Source: an optimization exercise on an open RTL-to-GDS flow (aim: small area, a short achievable clock period and few clock cycles). Production flows keep margins and buffers that such runs may drop.
Where RTL was checked, it was by simulation tests only, not by an equivalence proof against the original.
No activity file was given, so power comes from the tool's default toggle rates.

==> juniper: inputs <==
==> flow/design.v <==
`timescale 1ns / 1ps
module ControlUnit (
    input  logic        clk,
    input  logic [31:0] instrCode,
    input  logic [31:0] pc,
    input  logic        ex_fwdEn,
    input  logic        ex_isL,
    input  logic [ 4:0] ex_rd,
    input  logic [31:0] ex_result,
    input  logic        m_fwdEn,
    input  logic [ 4:0] m_rd,
    input  logic [31:0] m_wb,
    input  logic        rf_we,
    output logic [31:0] a,
    output logic [31:0] b,
    output logic [31:0] c,
    output logic        cin,
    output logic [ 2:0] op,
    output logic        sra,
    output logic        predTaken,
    output logic        wr,
    output logic        isL,
    output logic        isS,
    output logic        isB,
    output logic        isJALR,
    output logic        link,
    output logic        hazard,
    output logic [31:0] nextPc
);
    wire [6:0] opcode = instrCode[6:0];
    wire [2:0] f3     = instrCode[14:12];
    wire [4:0] rs1    = instrCode[19:15];
    wire [4:0] rs2    = instrCode[24:20];
    wire [4:0] rd     = instrCode[11:7];
    wire isR   = (opcode == 7'b0110011);
    wire isI   = (opcode == 7'b0010011);
    wire isLUI = (opcode == 7'b0110111);
    wire isAUI = (opcode == 7'b0010111);
    wire isJAL = (opcode == 7'b1101111);
    assign isL    = (opcode == 7'b0000011);
    assign isS    = (opcode == 7'b0100011);
    assign isB    = (opcode == 7'b1100011);
    assign isJALR = (opcode == 7'b1100111);
    assign link   = isJAL | isJALR;
    assign wr     = (isR | isI | isL | isLUI | isAUI | isJAL | isJALR) & (rd != 5'd0);
    wire [31:0] immI = {{20{instrCode[31]}}, instrCode[31:20]};
    wire [31:0] immS = {{20{instrCode[31]}}, instrCode[31:25], instrCode[11:7]};
    wire [31:0] immB = {{20{instrCode[31]}}, instrCode[7], instrCode[30:25], instrCode[11:8], 1'b0};
    wire [31:0] immU = {instrCode[31:12], 12'b0};
    wire [31:0] immJ = {{12{instrCode[31]}}, instrCode[19:12], instrCode[20], instrCode[30:21], 1'b0};
    wire [31:0] pcImm = pc + (isJAL ? immJ : (isB ? immB : immU));
    wire [31:0] pc4   = pc + 32'd4;
    assign predTaken = isJAL | (isB & instrCode[31]);
    assign nextPc    = predTaken ? pcImm : pc4;
    logic [31:0] rd1, rd2, v1, v2;
    RegisterFile U_RegFile (
        .clk(clk),
        .we (rf_we),
        .RA1(rs1),
        .RA2(rs2),
        .WA (m_rd),
        .WD (m_wb),
        .RD1(rd1),
        .RD2(rd2)
    );
    wire e1 = ex_fwdEn && ex_rd == rs1;
    wire e2 = ex_fwdEn && ex_rd == rs2;
    wire m1 = m_fwdEn && m_rd == rs1;
    wire m2 = m_fwdEn && m_rd == rs2;
    assign v1 = e1 ? ex_result : (m1 ? m_wb : rd1);
    assign v2 = e2 ? ex_result : (m2 ? m_wb : rd2);
    wire use1 = ~(isLUI | isAUI | isJAL);
    wire use2 = isR | isS | isB;
    assign hazard = ex_isL & ((e1 & use1) | (e2 & use2));
    wire isSltx = (f3 == 3'b010) | (f3 == 3'b011);
    assign cin = isB | (isR & ((f3 == 3'b000) & instrCode[30] | isSltx)) | (isI & isSltx);
    logic [31:0] bsel;
    always_comb begin
        if (isR | isB) bsel = v2;
        else if (isLUI) bsel = immU;
        else if (isAUI) bsel = pcImm;
        else if (isS) bsel = immS;
        else bsel = immI;
    end
    assign b   = bsel ^ {32{cin}};
    assign a   = (isLUI | isAUI) ? 32'd0 : v1;
    assign c   = isS ? v2 : ((predTaken | isJALR) ? pc4 : pcImm);
    assign op  = (isR | isI) ? f3 : 3'd0;
    assign sra = instrCode[30];
endmodule
`timescale 1ns / 1ps
module DataPath (
    input  logic        valid,
    input  logic [31:0] a,
    input  logic [31:0] b,
    input  logic [31:0] c,
    input  logic        cin,
    input  logic [ 2:0] op,
    input  logic        sra,
    input  logic [ 2:0] f3,
    input  logic        isB,
    input  logic        isJALR,
    input  logic        link,
    input  logic        predTaken,
    output logic [31:0] result,
    output logic        redirect,
    output logic [31:0] target
);
    logic        cout;
    logic [31:0] sum;
    assign {cout, sum} = {1'b0, a} + {1'b0, b} + {32'd0, cin};
    wire lt  = (a[31] == b[31]) ? a[31] : sum[31];
    wire ltu = ~cout;
    wire eq  = &(a ^ b);
    logic [31:0] alu, srl, sra_r;
    assign srl   = a >> b[4:0];
    assign sra_r = $signed(a) >>> b[4:0];
    always_comb begin
        case (op)
            3'd0:  alu = sum;
            3'd1:  alu = a << b[4:0];
            3'd2:  alu = {31'd0, lt};
            3'd3: alu = {31'd0, ltu};
            3'd4:  alu = a ^ b;
            3'd5:   alu = sra ? sra_r : srl;
            3'd6:   alu = a | b;
            default: alu = a & b;
        endcase
    end
    assign result = link ? c : alu;
    logic taken;
    always_comb begin
        case (f3)
            3'b000:    taken = eq;
            3'b001:    taken = ~eq;
            3'b100:    taken = lt;
            3'b101:    taken = ~lt;
            3'b110:   taken = ltu;
            3'b111:   taken = ~ltu;
            default: taken = 1'b0;
        endcase
    end
    assign redirect = valid & (isJALR | (isB & (taken != predTaken)));
    assign target   = isJALR ? sum : c;
endmodule
module RegisterFile (
    input  logic        clk,
    input  logic        we,
    input  logic [ 4:0] RA1,
    input  logic [ 4:0] RA2,
    input  logic [ 4:0] WA,
    input  logic [31:0] WD,
    output logic [31:0] RD1,
    output logic [31:0] RD2
);
    logic [31:0] mem[1:31];
    always_ff @(posedge clk) begin
        if (we && WA != 5'd0) mem[WA] <= WD;
    end
    always_comb begin
        RD1 = 32'd0;
        RD2 = 32'd0;
        for (int i = 1; i < 32; i++) begin
            RD1 = RD1 | (mem[i] & {32{RA1 == 5'(i)}});
            RD2 = RD2 | (mem[i] & {32{RA2 == 5'(i)}});
        end
    end
endmodule
`timescale 1ns / 1ps
module CPU_RV32I (
    input  logic        clk,
    input  logic        reset,
    input  logic [31:0] instrCode,
    output logic [31:0] instrMemAddr,
    output logic        busWe,
    output logic [31:0] busAddr,
    output logic [31:0] busWData,
    input  logic [31:0] busRData,
    output logic        transfer,
    input  logic        ready
);
    logic [31:0] pc;
    logic [31:0] id_a, id_b, id_c;
    logic        id_cin, id_predTaken, id_wr, id_isL, id_isS, id_isB, id_isJALR, id_link, id_sra;
    logic [ 2:0] id_op;
    logic [31:0] id_nextPc;
    logic        id_hazard;
    logic        ex_valid;
    logic [31:0] ex_a, ex_b, ex_c;
    logic        ex_cin, ex_predTaken, ex_wr, ex_isL, ex_isS, ex_isB, ex_isJALR, ex_link, ex_sra;
    logic [ 2:0] ex_op, ex_f3;
    logic [ 4:0] ex_rd;
    logic [31:0] ex_result, ex_target;
    logic        ex_redirect;
    logic        m_valid, m_transfer, m_wr, m_isL, m_isS;
    logic [31:0] m_result, m_data;
    logic [ 4:0] m_rd;
    logic [31:0] m_wb;
    logic        stall, rf_we;
    assign stall = m_transfer & ~ready;
    assign m_wb  = m_isL ? busRData : m_result;
    assign rf_we = m_valid & m_wr & ~stall;
    ControlUnit U_ControlUnit (
        .clk        (clk),
        .instrCode  (instrCode),
        .pc         (pc),
        .ex_fwdEn   (ex_valid & ex_wr),
        .ex_isL     (ex_isL),
        .ex_rd      (ex_rd),
        .ex_result  (ex_result),
        .m_fwdEn    (m_valid & m_wr),
        .m_rd       (m_rd),
        .m_wb       (m_wb),
        .rf_we      (rf_we),
        .a          (id_a),
        .b          (id_b),
        .c          (id_c),
        .cin        (id_cin),
        .op         (id_op),
        .sra        (id_sra),
        .predTaken  (id_predTaken),
        .wr         (id_wr),
        .isL        (id_isL),
        .isS        (id_isS),
        .isB        (id_isB),
        .isJALR     (id_isJALR),
        .link       (id_link),
        .hazard     (id_hazard),
        .nextPc     (id_nextPc)
    );
    always_ff @(posedge clk, posedge reset) begin
        if (reset) begin
            pc         <= 32'd0;
            ex_valid   <= 1'b0;
            m_valid    <= 1'b0;
            m_transfer <= 1'b0;
        end else if (!stall) begin
            m_valid    <= ex_valid;
            m_transfer <= ex_valid & (ex_isL | ex_isS);
            if (ex_redirect) begin
                pc       <= ex_target;
                ex_valid <= 1'b0;
            end else if (id_hazard) begin
                ex_valid <= 1'b0;
            end else begin
                pc       <= id_nextPc;
                ex_valid <= 1'b1;
            end
        end
    end
    always_ff @(posedge clk) begin
        if (!stall) begin
            ex_a         <= id_a;
            ex_b         <= id_b;
            ex_c         <= id_c;
            ex_cin       <= id_cin;
            ex_op        <= id_op;
            ex_f3        <= instrCode[14:12];
            ex_sra       <= id_sra;
            ex_rd        <= instrCode[11:7];
            ex_predTaken <= id_predTaken;
            ex_wr        <= id_wr;
            ex_isL       <= id_isL;
            ex_isS       <= id_isS;
            ex_isB       <= id_isB;
            ex_isJALR    <= id_isJALR;
            ex_link      <= id_link;
            m_result     <= ex_result;
            m_data       <= ex_c;
            m_rd         <= ex_rd;
            m_wr         <= ex_wr;
            m_isL        <= ex_isL;
            m_isS        <= ex_isS;
        end
    end
    assign instrMemAddr = pc;
    DataPath U_DataPath (
        .valid     (ex_valid),
        .a         (ex_a),
        .b         (ex_b),
        .c         (ex_c),
        .cin       (ex_cin),
        .op        (ex_op),
        .sra       (ex_sra),
        .f3        (ex_f3),
        .isB       (ex_isB),
        .isJALR    (ex_isJALR),
        .link      (ex_link),
        .predTaken (ex_predTaken),
        .result    (ex_result),
        .redirect  (ex_redirect),
        .target    (ex_target)
    );
    assign transfer = m_transfer;
    assign busWe    = m_isS;
    assign busAddr  = m_result;
    assign busWData = m_data;
endmodule
==> flow/run.sh <==
#!/bin/bash
# synth_recipe.tcl (not shown) runs the flow's synth.tcl, then flattens the netlist and writes it again
# the make line also repeats each setting of config.mk as NAME=value (left out here)
make -C /OpenROAD-flow-scripts/flow DESIGN_CONFIG=/design/flow/config.mk WORK_HOME=/design/flow/orfs CLKGATE_MAP_FILE= SYNTH_SCRIPT=/design/flow/synth_recipe.tcl finish
==> flow/config.mk <==
export PLATFORM = sky130hd
export DESIGN_NAME = CPU_RV32I
export DESIGN_NICKNAME = CPU_RV32I
export VERILOG_FILES = /design/flow/design.v
export SDC_FILE = /design/flow/constraint.sdc
export NUM_CORES = 4
export LEC_CHECK = 0
export CAP_MARGIN = 20
export CORE_MARGIN = 2
export CORE_UTILIZATION = 45
export PLACE_DENSITY = 0.6
export SETUP_SLACK_MARGIN = 5
export SLEW_MARGIN = 20
==> flow/constraint.sdc <==
create_clock -name core_clock -period 10.0 [get_ports {clk}]
set_input_delay 2.0000 -clock core_clock [delete_from_list [all_inputs] [get_ports {clk}]]
set_output_delay 2.0000 -clock core_clock [all_outputs]
set_load 0.01 [all_outputs]
==> nickel: changes against juniper <==
--- a/flow/design.v
+++ b/flow/design.v
@@ -6,7 +6,6 @@
     input  logic        ex_fwdEn,
     input  logic        ex_isL,
     input  logic [ 4:0] ex_rd,
-    input  logic [31:0] ex_result,
     input  logic        m_fwdEn,
     input  logic [ 4:0] m_rd,
     input  logic [31:0] m_wb,
@@ -14,6 +13,9 @@
     output logic [31:0] a,
     output logic [31:0] b,
     output logic [31:0] c,
+    output logic        fwdA,
+    output logic        fwdB,
+    output logic        fwdC,
     output logic        cin,
     output logic [ 2:0] op,
     output logic        sra,
@@ -48,7 +50,7 @@
     wire [31:0] immB = {{20{instrCode[31]}}, instrCode[7], instrCode[30:25], instrCode[11:8], 1'b0};
     wire [31:0] immU = {instrCode[31:12], 12'b0};
     wire [31:0] immJ = {{12{instrCode[31]}}, instrCode[19:12], instrCode[20], instrCode[30:21], 1'b0};
-    wire [31:0] pcImm = pc + (isJAL ? immJ : (isB ? immB : immU));
+    wire [31:0] pcImm = pc + (instrCode[3] ? immJ : immB);
     wire [31:0] pc4   = pc + 32'd4;
     assign predTaken = isJAL | (isB & instrCode[31]);
     assign nextPc    = predTaken ? pcImm : pc4;
@@ -67,23 +69,25 @@
     wire e2 = ex_fwdEn && ex_rd == rs2;
     wire m1 = m_fwdEn && m_rd == rs1;
     wire m2 = m_fwdEn && m_rd == rs2;
-    assign v1 = e1 ? ex_result : (m1 ? m_wb : rd1);
-    assign v2 = e2 ? ex_result : (m2 ? m_wb : rd2);
+    assign v1 = m1 ? m_wb : rd1;
+    assign v2 = m2 ? m_wb : rd2;
     wire use1 = ~(isLUI | isAUI | isJAL);
     wire use2 = isR | isS | isB;
     assign hazard = ex_isL & ((e1 & use1) | (e2 & use2));
+    assign fwdA   = e1 & use1;
+    assign fwdB   = e2 & (isR | isB);
+    assign fwdC   = e2 & isS;
     wire isSltx = (f3 == 3'b010) | (f3 == 3'b011);
     assign cin = isB | (isR & ((f3 == 3'b000) & instrCode[30] | isSltx)) | (isI & isSltx);
     logic [31:0] bsel;
     always_comb begin
         if (isR | isB) bsel = v2;
-        else if (isLUI) bsel = immU;
-        else if (isAUI) bsel = pcImm;
+        else if (isLUI | isAUI) bsel = immU;
         else if (isS) bsel = immS;
         else bsel = immI;
     end
     assign b   = bsel ^ {32{cin}};
-    assign a   = (isLUI | isAUI) ? 32'd0 : v1;
+    assign a   = isAUI ? pc : (isLUI ? 32'd0 : v1);
     assign c   = isS ? v2 : ((predTaken | isJALR) ? pc4 : pcImm);
     assign op  = (isR | isI) ? f3 : 3'd0;
     assign sra = instrCode[30];
@@ -91,9 +95,13 @@
 `timescale 1ns / 1ps
 module DataPath (
     input  logic        valid,
-    input  logic [31:0] a,
-    input  logic [31:0] b,
-    input  logic [31:0] c,
+    input  logic [31:0] a_id,
+    input  logic [31:0] b_id,
+    input  logic [31:0] c_id,
+    input  logic        fwdA,
+    input  logic        fwdB,
+    input  logic        fwdC,
+    input  logic [31:0] fwdValue,
     input  logic        cin,
     input  logic [ 2:0] op,
     input  logic        sra,
@@ -103,26 +111,67 @@
     input  logic        link,
     input  logic        predTaken,
     output logic [31:0] result,
+    output logic [31:0] data,
     output logic        redirect,
     output logic [31:0] target
 );
-    logic        cout;
+    logic [31:0] a, b, c;
+    assign a    = fwdA ? fwdValue : a_id;
+    assign b    = fwdB ? (fwdValue ^ {32{cin}}) : b_id;
+    assign c    = fwdC ? fwdValue : c_id;
+    assign data = c;
     logic [31:0] sum;
-    assign {cout, sum} = {1'b0, a} + {1'b0, b} + {32'd0, cin};
-    wire lt  = (a[31] == b[31]) ? a[31] : sum[31];
-    wire ltu = ~cout;
-    wire eq  = &(a ^ b);
-    logic [31:0] alu, srl, sra_r;
-    assign srl   = a >> b[4:0];
-    assign sra_r = $signed(a) >>> b[4:0];
+    assign sum = a + b + {31'd0, cin};
+    logic [31:0] cl, ce;
+    always_comb begin
+        for (int i = 0; i < 32; i++) begin
+            cl[i] = ~a[i] & ~b[i];     
+            ce[i] = a[i] ^ b[i];       
+        end
+    end
+    logic [15:0] l1, e1;
+    logic [7:0]  l2, e2;
+    logic [3:0]  l3, e3;
+    logic [1:0]  l4, e4;
+    always_comb begin
+        for (int i = 0; i < 16; i++) begin
+            l1[i] = cl[2*i+1] | (ce[2*i+1] & cl[2*i]);
+            e1[i] = ce[2*i+1] & ce[2*i];
+        end
+        for (int i = 0; i < 8; i++) begin
+            l2[i] = l1[2*i+1] | (e1[2*i+1] & l1[2*i]);
+            e2[i] = e1[2*i+1] & e1[2*i];
+        end
+        for (int i = 0; i < 4; i++) begin
+            l3[i] = l2[2*i+1] | (e2[2*i+1] & l2[2*i]);
+            e3[i] = e2[2*i+1] & e2[2*i];
+        end
+        for (int i = 0; i < 2; i++) begin
+            l4[i] = l3[2*i+1] | (e3[2*i+1] & l3[2*i]);
+            e4[i] = e3[2*i+1] & e3[2*i];
+        end
+    end
+    wire eq  = e4[1] & e4[0];
+    wire ltu = l4[1] | (e4[1] & l4[0]);
+    wire lt  = ce[31] ? ltu : a[31];
+    logic [31:0] alu, shIn, shOut, shRev;
+    wire         isSll = (op == 3'd1);
+    always_comb begin
+        for (int i = 0; i < 32; i++) shIn[i] = isSll ? a[31-i] : a[i];
+    end
+    wire         fill = sra & a[31] & ~isSll;
+    assign shOut = 32'($signed({fill, shIn}) >>> b[4:0]);
+    always_comb begin
+        for (int i = 0; i < 32; i++) shRev[i] = shOut[31-i];
+    end
     always_comb begin
         case (op)
             3'd0:  alu = sum;
-            3'd1:  alu = a << b[4:0];
+            3'd1:  alu = shRev;
             3'd2:  alu = {31'd0, lt};
             3'd3: alu = {31'd0, ltu};
             3'd4:  alu = a ^ b;
-            3'd5:   alu = sra ? sra_r : srl;
+            3'd5:   alu = shOut;
             3'd6:   alu = a | b;
             default: alu = a & b;
         endcase
@@ -182,15 +231,17 @@
     logic [31:0] pc;
     logic [31:0] id_a, id_b, id_c;
     logic        id_cin, id_predTaken, id_wr, id_isL, id_isS, id_isB, id_isJALR, id_link, id_sra;
+    logic        id_fwdA, id_fwdB, id_fwdC;
     logic [ 2:0] id_op;
     logic [31:0] id_nextPc;
     logic        id_hazard;
     logic        ex_valid;
     logic [31:0] ex_a, ex_b, ex_c;
     logic        ex_cin, ex_predTaken, ex_wr, ex_isL, ex_isS, ex_isB, ex_isJALR, ex_link, ex_sra;
+    logic        ex_fwdA, ex_fwdB, ex_fwdC;
     logic [ 2:0] ex_op, ex_f3;
     logic [ 4:0] ex_rd;
-    logic [31:0] ex_result, ex_target;
+    logic [31:0] ex_result, ex_target, ex_data;
     logic        ex_redirect;
     logic        m_valid, m_transfer, m_wr, m_isL, m_isS;
     logic [31:0] m_result, m_data;
@@ -207,7 +258,6 @@
         .ex_fwdEn   (ex_valid & ex_wr),
         .ex_isL     (ex_isL),
         .ex_rd      (ex_rd),
-        .ex_result  (ex_result),
         .m_fwdEn    (m_valid & m_wr),
         .m_rd       (m_rd),
         .m_wb       (m_wb),
@@ -215,6 +265,9 @@
         .a          (id_a),
         .b          (id_b),
         .c          (id_c),
+        .fwdA       (id_fwdA),
+        .fwdB       (id_fwdB),
+        .fwdC       (id_fwdC),
         .cin        (id_cin),
         .op         (id_op),
         .sra        (id_sra),
@@ -253,6 +306,9 @@
             ex_a         <= id_a;
             ex_b         <= id_b;
             ex_c         <= id_c;
+            ex_fwdA      <= id_fwdA;
+            ex_fwdB      <= id_fwdB;
+            ex_fwdC      <= id_fwdC;
             ex_cin       <= id_cin;
             ex_op        <= id_op;
             ex_f3        <= instrCode[14:12];
@@ -266,7 +322,7 @@
             ex_isJALR    <= id_isJALR;
             ex_link      <= id_link;
             m_result     <= ex_result;
-            m_data       <= ex_c;
+            m_data       <= ex_data;
             m_rd         <= ex_rd;
             m_wr         <= ex_wr;
             m_isL        <= ex_isL;
@@ -276,9 +332,13 @@
     assign instrMemAddr = pc;
     DataPath U_DataPath (
         .valid     (ex_valid),
-        .a         (ex_a),
-        .b         (ex_b),
-        .c         (ex_c),
+        .a_id      (ex_a),
+        .b_id      (ex_b),
+        .c_id      (ex_c),
+        .fwdA      (ex_fwdA),
+        .fwdB      (ex_fwdB),
+        .fwdC      (ex_fwdC),
+        .fwdValue  (m_result),
         .cin       (ex_cin),
         .op        (ex_op),
         .sra       (ex_sra),
@@ -288,6 +348,7 @@
         .link      (ex_link),
         .predTaken (ex_predTaken),
         .result    (ex_result),
+        .data      (ex_data),
         .redirect  (ex_redirect),
         .target    (ex_target)
     );
==> flow/flow/run.sh (new file) <==
#!/bin/bash
set -euo pipefail
bash standard.sh SETUP_SLACK_MARGIN=5.5 finish > flow_make.log 2>&1
==> flow/standard.sh (new file) <==
#!/bin/bash
# synth_recipe.tcl (not shown) runs the flow's synth.tcl, then flattens the netlist and writes it again
# the make line also repeats each setting of config.mk as NAME=value (left out here)
make -C /OpenROAD-flow-scripts/flow DESIGN_CONFIG=/design/flow/config.mk WORK_HOME=/design/flow/orfs CLKGATE_MAP_FILE= SYNTH_SCRIPT=/design/flow/synth_recipe.tcl "${@:-finish}"
--- a/flow/config.mk
+++ b/flow/config.mk
@@ -8,6 +8,7 @@
 export CAP_MARGIN = 20
 export CORE_MARGIN = 2
 export CORE_UTILIZATION = 45
-export PLACE_DENSITY = 0.6
-export SETUP_SLACK_MARGIN = 5
+export CTS_CLUSTER_DIAMETER = 150
+export CTS_CLUSTER_SIZE = 20
+export PLACE_DENSITY = 0.7
 export SLEW_MARGIN = 20
removed: flow/run.sh
==> quartz: changes against juniper <==
--- a/flow/design.v
+++ b/flow/design.v
@@ -4,12 +4,8 @@
     input  logic [31:0] instrCode,
     input  logic [31:0] pc,
     input  logic        ex_fwdEn,
-    input  logic        ex_isL,
     input  logic [ 4:0] ex_rd,
     input  logic [31:0] ex_result,
-    input  logic        m_fwdEn,
-    input  logic [ 4:0] m_rd,
-    input  logic [31:0] m_wb,
     input  logic        rf_we,
     output logic [31:0] a,
     output logic [31:0] b,
@@ -24,7 +20,6 @@
     output logic        isB,
     output logic        isJALR,
     output logic        link,
-    output logic        hazard,
     output logic [31:0] nextPc
 );
     wire [6:0] opcode = instrCode[6:0];
@@ -58,20 +53,13 @@
         .we (rf_we),
         .RA1(rs1),
         .RA2(rs2),
-        .WA (m_rd),
-        .WD (m_wb),
+        .WA (ex_rd),
+        .WD (ex_result),
         .RD1(rd1),
         .RD2(rd2)
     );
-    wire e1 = ex_fwdEn && ex_rd == rs1;
-    wire e2 = ex_fwdEn && ex_rd == rs2;
-    wire m1 = m_fwdEn && m_rd == rs1;
-    wire m2 = m_fwdEn && m_rd == rs2;
-    assign v1 = e1 ? ex_result : (m1 ? m_wb : rd1);
-    assign v2 = e2 ? ex_result : (m2 ? m_wb : rd2);
-    wire use1 = ~(isLUI | isAUI | isJAL);
-    wire use2 = isR | isS | isB;
-    assign hazard = ex_isL & ((e1 & use1) | (e2 & use2));
+    assign v1 = (ex_fwdEn && ex_rd == rs1) ? ex_result : rd1;
+    assign v2 = (ex_fwdEn && ex_rd == rs2) ? ex_result : rd2;
     wire isSltx = (f3 == 3'b010) | (f3 == 3'b011);
     assign cin = isB | (isR & ((f3 == 3'b000) & instrCode[30] | isSltx)) | (isI & isSltx);
     logic [31:0] bsel;
@@ -98,16 +86,18 @@
     input  logic [ 2:0] op,
     input  logic        sra,
     input  logic [ 2:0] f3,
+    input  logic        isL,
     input  logic        isB,
     input  logic        isJALR,
     input  logic        link,
     input  logic        predTaken,
+    input  logic [31:0] busRData,
+    output logic [31:0] sum,
     output logic [31:0] result,
     output logic        redirect,
     output logic [31:0] target
 );
     logic        cout;
-    logic [31:0] sum;
     assign {cout, sum} = {1'b0, a} + {1'b0, b} + {32'd0, cin};
     wire lt  = (a[31] == b[31]) ? a[31] : sum[31];
     wire ltu = ~cout;
@@ -127,7 +117,7 @@
             default: alu = a & b;
         endcase
     end
-    assign result = link ? c : alu;
+    assign result = isL ? busRData : (link ? c : alu);
     logic taken;
     always_comb begin
         case (f3)
@@ -184,34 +174,21 @@
     logic        id_cin, id_predTaken, id_wr, id_isL, id_isS, id_isB, id_isJALR, id_link, id_sra;
     logic [ 2:0] id_op;
     logic [31:0] id_nextPc;
-    logic        id_hazard;
     logic        ex_valid;
     logic [31:0] ex_a, ex_b, ex_c;
     logic        ex_cin, ex_predTaken, ex_wr, ex_isL, ex_isS, ex_isB, ex_isJALR, ex_link, ex_sra;
     logic [ 2:0] ex_op, ex_f3;
     logic [ 4:0] ex_rd;
-    logic [31:0] ex_result, ex_target;
-    logic        ex_redirect;
-    logic        m_valid, m_transfer, m_wr, m_isL, m_isS;
-    logic [31:0] m_result, m_data;
-    logic [ 4:0] m_rd;
-    logic [31:0] m_wb;
-    logic        stall, rf_we;
-    assign stall = m_transfer & ~ready;
-    assign m_wb  = m_isL ? busRData : m_result;
-    assign rf_we = m_valid & m_wr & ~stall;
+    logic [31:0] ex_result, ex_sum, ex_target;
+    logic        ex_redirect, stall, rf_we;
     ControlUnit U_ControlUnit (
-        .clk        (clk),
         .instrCode  (instrCode),
         .pc         (pc),
         .ex_fwdEn   (ex_valid & ex_wr),
-        .ex_isL     (ex_isL),
         .ex_rd      (ex_rd),
         .ex_result  (ex_result),
-        .m_fwdEn    (m_valid & m_wr),
-        .m_rd       (m_rd),
-        .m_wb       (m_wb),
         .rf_we      (rf_we),
+        .clk        (clk),
         .a          (id_a),
         .b          (id_b),
         .c          (id_c),
@@ -225,27 +202,18 @@
         .isB        (id_isB),
         .isJALR     (id_isJALR),
         .link       (id_link),
-        .hazard     (id_hazard),
         .nextPc     (id_nextPc)
     );
     always_ff @(posedge clk, posedge reset) begin
         if (reset) begin
-            pc         <= 32'd0;
-            ex_valid   <= 1'b0;
-            m_valid    <= 1'b0;
-            m_transfer <= 1'b0;
+            pc       <= 32'd0;
+            ex_valid <= 1'b0;
+        end else if (ex_redirect) begin
+            pc       <= ex_target;
+            ex_valid <= 1'b0;
         end else if (!stall) begin
-            m_valid    <= ex_valid;
-            m_transfer <= ex_valid & (ex_isL | ex_isS);
-            if (ex_redirect) begin
-                pc       <= ex_target;
-                ex_valid <= 1'b0;
-            end else if (id_hazard) begin
-                ex_valid <= 1'b0;
-            end else begin
-                pc       <= id_nextPc;
-                ex_valid <= 1'b1;
-            end
+            pc       <= id_nextPc;
+            ex_valid <= 1'b1;
         end
     end
     always_ff @(posedge clk) begin
@@ -265,12 +233,6 @@
             ex_isB       <= id_isB;
             ex_isJALR    <= id_isJALR;
             ex_link      <= id_link;
-            m_result     <= ex_result;
-            m_data       <= ex_c;
-            m_rd         <= ex_rd;
-            m_wr         <= ex_wr;
-            m_isL        <= ex_isL;
-            m_isS        <= ex_isS;
         end
     end
     assign instrMemAddr = pc;
@@ -283,16 +245,21 @@
         .op        (ex_op),
         .sra       (ex_sra),
         .f3        (ex_f3),
+        .isL       (ex_isL),
         .isB       (ex_isB),
         .isJALR    (ex_isJALR),
         .link      (ex_link),
         .predTaken (ex_predTaken),
+        .busRData  (busRData),
+        .sum       (ex_sum),
         .result    (ex_result),
         .redirect  (ex_redirect),
         .target    (ex_target)
     );
-    assign transfer = m_transfer;
-    assign busWe    = m_isS;
-    assign busAddr  = m_result;
-    assign busWData = m_data;
-endmodule
+    assign transfer = ex_valid & (ex_isL | ex_isS);
+    assign busWe    = ex_isS;
+    assign busAddr  = ex_sum;
+    assign busWData = ex_c;
+    assign stall    = transfer & ~ready;
+    assign rf_we    = ex_valid & ex_wr & ~stall;
+endmodule
--- a/flow/config.mk
+++ b/flow/config.mk
@@ -9,5 +9,4 @@
 export CORE_MARGIN = 2
 export CORE_UTILIZATION = 45
 export PLACE_DENSITY = 0.6
-export SETUP_SLACK_MARGIN = 5
 export SLEW_MARGIN = 20
==> results.txt <==
status=no timing/DRC/antenna violations; largest net degree at the start of global routing=68; # resized after CTS=0; RSZ-0062 raised after global routing=false
(the above is from quartz)
==> results.txt <==
Leak Pwr=24.1 nW; via count=57900; # resized after CTS=310; largest net degree at the start of global routing=81; Post-Synthesis Cells=5142; RSZ-0062 raised after global routing=true; flop2flop setup slack=5.42 ns; status=no timing/DRC/antenna violations; Setup TNS=0 ns
(the above is from nickel)
==> results.txt <==
RSZ-0062 raised after global routing=true; # placed instances=7097; largest net degree at the start of global routing=180; status=no timing/DRC/antenna violations; # resized after CTS=189
(the above is from juniper)
Testbench counts of nickel, summed over its fixed seeds: cycles 27,384.
For juniper and quartz, only the layout was checked, not whether the RTL still works.

-- separate check: timing with driven ports --
In the flow no input, the clock included, has a driving cell. The finished layouts below were timed again as built, in two steps.
Step 1, drivers: a clkbuf_16 drives clk and a buf_2 each remaining input, both assumed.
Step 2, shift: input delay + t, output delay - t, t = (earliest + latest rising clock arrival at the registers) / 2. This alone moves slack from input paths to output paths.
a / b / c = ideal ports / drivers / drivers and shift; a / b = the first two.
run	t (ns)	slack for setup (ns)	latest minus earliest clock arrival (ns)	worst slew at a driven data input, ns
juniper	0.872	4.768 / 4.812 / 3.940	0.036 / 0.036	0.05
nickel	0.843	5.282 / 5.349 / 4.506	0.042 / 0.043	0.08
quartz	0.833	1.762 / 1.679 / 1.604	0.067 / 0.067	0.22
After both steps every run listed still meets setup and hold. The setup slack of juniper, which loses most, moves by +0.044 ns with the drivers and by -0.828 ns with both steps.
